What follows belongs to an exercise in optimizing a design on an open flow for small area and a short achievable clock period; a production flow would make more cautious choices. Only simulation tests tie the RTL to the original design; equivalence was not proved. Power and IR drop assume default switching activity.

==> tundra <==
Design Nbit_ALU_Register, start of the top module:
module Nbit_ALU_Register (r2, r3, ALUop, r0, clk);
parameter n = 32;
input[n-1:0] r2, r3;
input[2:0] ALUop;
input clk;
output [n-1:0] r0;
wire[n-1:0] r1;
Nbit_ALU #(n) alu1 (.r1(r1), .r2(r2), .r3(r3), .ALUop(ALUop) );
Nbit_Register #(n) reg1 (.outo(r0), .ino(r1), .clk(clk) );
endmodule
clock: 15.5 ns
lec_check: 0
cap_margin: 20
core_margin: 2
core_utilization: 60
cts_buf_list: sky130_fd_sc_hd__clkbuf_4
gpl_timing_driven: 0
slew_margin: 20
synth_hierarchical: 1
synth_minimum_keep_size: 0
standard.sh (not shown) runs the stock make flow with config.mk's settings and CLKGATE_MAP_FILE= SYNTH_SCRIPT=/design/flow/synth_recipe.tcl, a recipe that flattens the netlist after the stock synthesis.
==> flow/flow/run.sh <==
#!/bin/bash
# Standard ORFS layout with two changes: the ports are buffered with buf_1 (instead of the
# delay buffer buffer_ports picks by default), and timing repair aims for a setup slack of
# 9.95 ns, so that it sizes the critical paths for a shorter period than the clock's.
set -euo pipefail
export BUFFER_PORTS_ARGS="-buffer_cell sky130_fd_sc_hd__buf_1"
export SETUP_SLACK_MARGIN=9.95
bash standard.sh > standard.log 2>&1
==> maple: changes against tundra <==
--- a/flow/design.v
+++ b/flow/design.v
@@ -18,26 +18,28 @@
 module g_a31oi  (input a1, a2, a3, b1, output y);     assign y = ~((a1 & a2 & a3) | b1);         endmodule
 module g_a32oi  (input a1, a2, a3, b1, b2, output y); assign y = ~((a1 & a2 & a3) | (b1 & b2));   endmodule
 `timescale 1ns / 1ps
 module Nbit_ALU(r1, r2, r3, ALUop);
 parameter n = 32;
 input  [n-1:0] r2, r3;
 input  [2:0]   ALUop;
 output [n-1:0] r1;
-wire o02n;
-g_nor2 u_o02n (.a(ALUop[0]), .b(ALUop[2]), .y(o02n));
+wire x01;
+g_xor2 u_x01 (.a(ALUop[0]), .b(ALUop[1]), .y(x01));
+wire op1n;
+g_inv u_op1n (.a(ALUop[1]), .y(op1n));
 wire t0n_d;
 g_mux2i u_t0n_d (.a0(ALUop[0]), .a1(ALUop[1]), .s(ALUop[2]), .y(t0n_d));
 wire t0n_0;
 g_buf u_t0n_0 (.a(t0n_d), .y(t0n_0));
 wire t0n_1;
 g_buf u_t0n_1 (.a(t0n_d), .y(t0n_1));
 wire t1n_d;
-g_xor2 u_t1n_d (.a(ALUop[1]), .b(o02n), .y(t1n_d));
+g_mux2i u_t1n_d (.a0(x01), .a1(op1n), .s(ALUop[2]), .y(t1n_d));
 wire t1n_0;
 g_buf u_t1n_0 (.a(t1n_d), .y(t1n_0));
 wire t1n_1;
 g_buf u_t1n_1 (.a(t1n_d), .y(t1n_1));
 wire esn_d;
 g_o21a u_esn_d (.a1(ALUop[1]), .a2(ALUop[0]), .b1(ALUop[2]), .y(esn_d));
 wire esn_0;
 g_buf u_esn_0 (.a(esn_d), .y(esn_0));
@@ -384,20 +386,18 @@
 wire gn31;
 g_nand2 u_gn31 (.a(r2[31]), .b(bb31), .y(gn31));
 wire tn31;
 g_nor2 u_tn31 (.a(r2[31]), .b(bb31), .y(tn31));
 wire pn31;
 g_nand2b u_pn31 (.an(tn31), .b(gn31), .y(pn31));
 wire y31;
 g_o22ai u_y31 (.a1(gn31), .a2(ecn_1), .b1(pn31), .b2(esn_1), .y(y31));
-wire t0p;
-g_inv u_t0p (.a(t0n_d), .y(t0p));
 wire G0n;
-g_mux2i u_G0n (.a0(t0p), .a1(r2[0]), .s(r3[0]), .y(G0n));
+g_o21a u_G0n (.a1(tn0), .a2(t0n_0), .b1(gn0), .y(G0n));
 wire G1_1;
 g_o21ai u_G1_1 (.a1(tn1), .a2(G0n), .b1(gn1), .y(G1_1));
 wire G1_3;
 g_o21ai u_G1_3 (.a1(tn3), .a2(gn2), .b1(gn3), .y(G1_3));
 wire T1_3;
 g_nor2 u_T1_3 (.a(tn3), .b(tn2), .y(T1_3));
 wire G1_5;
 g_o21ai u_G1_5 (.a1(tn5), .a2(gn4), .b1(gn5), .y(G1_5));
==> flow/flow/run.sh (replaced) <==
#!/bin/bash
# Standard ORFS layout with two changes: the ports are buffered with buf_1 (instead of the
# delay buffer buffer_ports picks by default), and timing repair aims for a setup slack of
# 9.9 ns, so that it sizes the critical paths for a shorter period than the clock's.
set -euo pipefail
export BUFFER_PORTS_ARGS="-buffer_cell sky130_fd_sc_hd__buf_1"
export SETUP_SLACK_MARGIN=9.9
bash standard.sh > standard.log 2>&1
- CORE_UTILIZATION: 60 -> 70
==> willow: changes against tundra <==
--- a/flow/design.v
+++ b/flow/design.v
@@ -18,26 +18,28 @@
 module g_a31oi  (input a1, a2, a3, b1, output y);     assign y = ~((a1 & a2 & a3) | b1);         endmodule
 module g_a32oi  (input a1, a2, a3, b1, b2, output y); assign y = ~((a1 & a2 & a3) | (b1 & b2));   endmodule
 `timescale 1ns / 1ps
 module Nbit_ALU(r1, r2, r3, ALUop);
 parameter n = 32;
 input  [n-1:0] r2, r3;
 input  [2:0]   ALUop;
 output [n-1:0] r1;
-wire o02n;
-g_nor2 u_o02n (.a(ALUop[0]), .b(ALUop[2]), .y(o02n));
+wire x01;
+g_xor2 u_x01 (.a(ALUop[0]), .b(ALUop[1]), .y(x01));
+wire op1n;
+g_inv u_op1n (.a(ALUop[1]), .y(op1n));
 wire t0n_d;
 g_mux2i u_t0n_d (.a0(ALUop[0]), .a1(ALUop[1]), .s(ALUop[2]), .y(t0n_d));
 wire t0n_0;
 g_buf u_t0n_0 (.a(t0n_d), .y(t0n_0));
 wire t0n_1;
 g_buf u_t0n_1 (.a(t0n_d), .y(t0n_1));
 wire t1n_d;
-g_xor2 u_t1n_d (.a(ALUop[1]), .b(o02n), .y(t1n_d));
+g_mux2i u_t1n_d (.a0(x01), .a1(op1n), .s(ALUop[2]), .y(t1n_d));
 wire t1n_0;
 g_buf u_t1n_0 (.a(t1n_d), .y(t1n_0));
 wire t1n_1;
 g_buf u_t1n_1 (.a(t1n_d), .y(t1n_1));
 wire esn_d;
 g_o21a u_esn_d (.a1(ALUop[1]), .a2(ALUop[0]), .b1(ALUop[2]), .y(esn_d));
 wire esn_0;
 g_buf u_esn_0 (.a(esn_d), .y(esn_0));
@@ -384,20 +386,18 @@
 wire gn31;
 g_nand2 u_gn31 (.a(r2[31]), .b(bb31), .y(gn31));
 wire tn31;
 g_nor2 u_tn31 (.a(r2[31]), .b(bb31), .y(tn31));
 wire pn31;
 g_nand2b u_pn31 (.an(tn31), .b(gn31), .y(pn31));
 wire y31;
 g_o22ai u_y31 (.a1(gn31), .a2(ecn_1), .b1(pn31), .b2(esn_1), .y(y31));
-wire t0p;
-g_inv u_t0p (.a(t0n_d), .y(t0p));
 wire G0n;
-g_mux2i u_G0n (.a0(t0p), .a1(r2[0]), .s(r3[0]), .y(G0n));
+g_o21a u_G0n (.a1(tn0), .a2(t0n_0), .b1(gn0), .y(G0n));
 wire G1_1;
 g_o21ai u_G1_1 (.a1(tn1), .a2(G0n), .b1(gn1), .y(G1_1));
 wire G1_3;
 g_o21ai u_G1_3 (.a1(tn3), .a2(gn2), .b1(gn3), .y(G1_3));
 wire T1_3;
 g_nor2 u_T1_3 (.a(tn3), .b(tn2), .y(T1_3));
 wire G1_5;
 g_o21ai u_G1_5 (.a1(tn5), .a2(gn4), .b1(gn5), .y(G1_5));
==> flow/flow/run.sh (replaced) <==
#!/bin/bash
# Standard ORFS layout; the only change is the cell used to buffer the ports
# (a plain buf_1 instead of the delay buffer buffer_ports picks by default).
set -euo pipefail
export BUFFER_PORTS_ARGS="-buffer_cell sky130_fd_sc_hd__buf_1"
bash standard.sh > standard.log 2>&1
- CORE_UTILIZATION: 60 -> 40
- CTS_BUF_LIST: sky130_fd_sc_hd__clkbuf_4 -> not set
==> onyx: changes against tundra <==
--- a/flow/design.v
+++ b/flow/design.v
@@ -18,26 +18,28 @@
 module g_a31oi  (input a1, a2, a3, b1, output y);     assign y = ~((a1 & a2 & a3) | b1);         endmodule
 module g_a32oi  (input a1, a2, a3, b1, b2, output y); assign y = ~((a1 & a2 & a3) | (b1 & b2));   endmodule
 `timescale 1ns / 1ps
 module Nbit_ALU(r1, r2, r3, ALUop);
 parameter n = 32;
 input  [n-1:0] r2, r3;
 input  [2:0]   ALUop;
 output [n-1:0] r1;
-wire o02n;
-g_nor2 u_o02n (.a(ALUop[0]), .b(ALUop[2]), .y(o02n));
+wire x01;
+g_xor2 u_x01 (.a(ALUop[0]), .b(ALUop[1]), .y(x01));
+wire op1n;
+g_inv u_op1n (.a(ALUop[1]), .y(op1n));
 wire t0n_d;
 g_mux2i u_t0n_d (.a0(ALUop[0]), .a1(ALUop[1]), .s(ALUop[2]), .y(t0n_d));
 wire t0n_0;
 g_buf u_t0n_0 (.a(t0n_d), .y(t0n_0));
 wire t0n_1;
 g_buf u_t0n_1 (.a(t0n_d), .y(t0n_1));
 wire t1n_d;
-g_xor2 u_t1n_d (.a(ALUop[1]), .b(o02n), .y(t1n_d));
+g_mux2i u_t1n_d (.a0(x01), .a1(op1n), .s(ALUop[2]), .y(t1n_d));
 wire t1n_0;
 g_buf u_t1n_0 (.a(t1n_d), .y(t1n_0));
 wire t1n_1;
 g_buf u_t1n_1 (.a(t1n_d), .y(t1n_1));
 wire esn_d;
 g_o21a u_esn_d (.a1(ALUop[1]), .a2(ALUop[0]), .b1(ALUop[2]), .y(esn_d));
 wire esn_0;
 g_buf u_esn_0 (.a(esn_d), .y(esn_0));
@@ -384,20 +386,18 @@
 wire gn31;
 g_nand2 u_gn31 (.a(r2[31]), .b(bb31), .y(gn31));
 wire tn31;
 g_nor2 u_tn31 (.a(r2[31]), .b(bb31), .y(tn31));
 wire pn31;
 g_nand2b u_pn31 (.an(tn31), .b(gn31), .y(pn31));
 wire y31;
 g_o22ai u_y31 (.a1(gn31), .a2(ecn_1), .b1(pn31), .b2(esn_1), .y(y31));
-wire t0p;
-g_inv u_t0p (.a(t0n_d), .y(t0p));
 wire G0n;
-g_mux2i u_G0n (.a0(t0p), .a1(r2[0]), .s(r3[0]), .y(G0n));
+g_o21a u_G0n (.a1(tn0), .a2(t0n_0), .b1(gn0), .y(G0n));
 wire G1_1;
 g_o21ai u_G1_1 (.a1(tn1), .a2(G0n), .b1(gn1), .y(G1_1));
 wire G1_3;
 g_o21ai u_G1_3 (.a1(tn3), .a2(gn2), .b1(gn3), .y(G1_3));
 wire T1_3;
 g_nor2 u_T1_3 (.a(tn3), .b(tn2), .y(T1_3));
 wire G1_5;
 g_o21ai u_G1_5 (.a1(tn5), .a2(gn4), .b1(gn5), .y(G1_5));
==> flow/flow/run.sh (replaced) <==
#!/bin/bash
# Standard ORFS layout; the only change is the cell used to buffer the ports
# (a plain buf_1 instead of the delay buffer buffer_ports picks by default).
set -euo pipefail
export BUFFER_PORTS_ARGS="-buffer_cell sky130_fd_sc_hd__buf_1"
bash standard.sh > standard.log 2>&1
- CORE_UTILIZATION: 60 -> 40
- CTS_BUF_LIST: sky130_fd_sc_hd__clkbuf_4 -> not set
- GPL_TIMING_DRIVEN: 0 -> not set
==> qor summary <==
item                                                                                            tundra                            maple                           willow                              onyx
Weighted congestion at the end of routability-driven global placement                            0.827                            0.863                            0.785                             0.831
Post-CTS sizing                                                                                      2                                5                                0                                 0
Number of cells on the critical path                                                                13                               15                               15                                13
Combinational share of power                                                                     47.0%                            47.5%                            41.5%                             42.1%
NonClk Buf Share                                                                                 14.0%                            15.5%                            13.7%                             11.7%
Achievable clock frequency                                                                     188 MHz                          181 MHz                          169 MHz                           156 MHz
Instance count along the most critical hold path                                                     4                                4                                3                                 4
Run status                                                                     complete, no violations          complete, no violations          complete, no violations           complete, no violations
Power Dens Cells                                                                          90.1 mW/mm^2                     96.5 mW/mm^2                     99.0 mW/mm^2                      98.8 mW/mm^2
Relative contribution of the clock network to total power                                        17.5%                            20.1%                            26.9%                             25.5%
Worst ir drop on vdd                                                                           64.3 uV                          67.6 uV                          36.1 uV                           46.2 uV
Worst EP required                                                                             15.74 ns                         15.77 ns                         15.68 ns                          15.68 ns
Met3 global-route usage                                                                          4.44%                            5.74%                            3.98%                             3.41%
Area fraction of the dominant cell type after synthesis                                          23.1%                            23.0%                            23.0%                             23.0%
Placed Instances                                                                                   548                              544                              576                               566
Final core utilization                                                                           74.7%                            90.8%                            50.0%                             49.0%
Length of routed wiring on met1                                                                3080 um                          3150 um                          3360 um                           3310 um
Capture endpoint of the worst hold path                                reg1.registerblk[7].Dflipflop.q  reg1.registerblk[7].Dflipflop.q  reg1.registerblk[0].Dflipflop.q  reg1.registerblk[21].Dflipflop.q
Clock net power                                                                                52.0 uW                          65.8 uW                          90.0 uW                           83.6 uW
Initial detailed-routing violation count                                                           193                              369                              103                               140
Slew of the pin with the lowest slew margin                                                   0.455 ns                         0.427 ns                         0.602 ns                           1.01 ns
Routed length on met3                                                                           413 um                           721 um                           394 um                            363 um
Maximum fanout count along the critical path                                                        16                                8                               16                                32
Pre-CTS WS                                                                                     9.44 ns                          9.22 ns                          9.22 ns                           8.79 ns

## separate check: timing with driven ports
No port has a modelled driver above. Below, the same layouts with a new extraction and two added sets of constraints.
Step 1 assumes that a clkbuf_16 drives the clock port and a buf_2 every other input.
Step 2 times the ports against the registers' clock, not the clock port: input delays grow and output delays shrink by t, the midpoint of the rising clock arrivals with the driver on.
Slacks: ideal ports / drivers / drivers and shift; pairs: ideal ports / drivers.
| run | t (ns) | slack for setup (ns) | worst slew at a driven data input, ns |
|---|---|---|---|
| tundra | 0.363 | 10.173 / 10.160 / 9.797 | 0.05 |
| maple | 0.357 | 9.966 / 9.973 / 9.616 | 0.05 |
| willow | 0.309 | 9.567 / 9.569 / 9.259 | 0.04 |
| onyx | 0.315 | 9.078 / 9.083 / 8.768 | 0.04 |
After both steps every run listed still meets setup and hold. For tundra, which loses most, drivers alone change the setup slack by -0.013 ns; drivers and shift together by -0.376 ns.
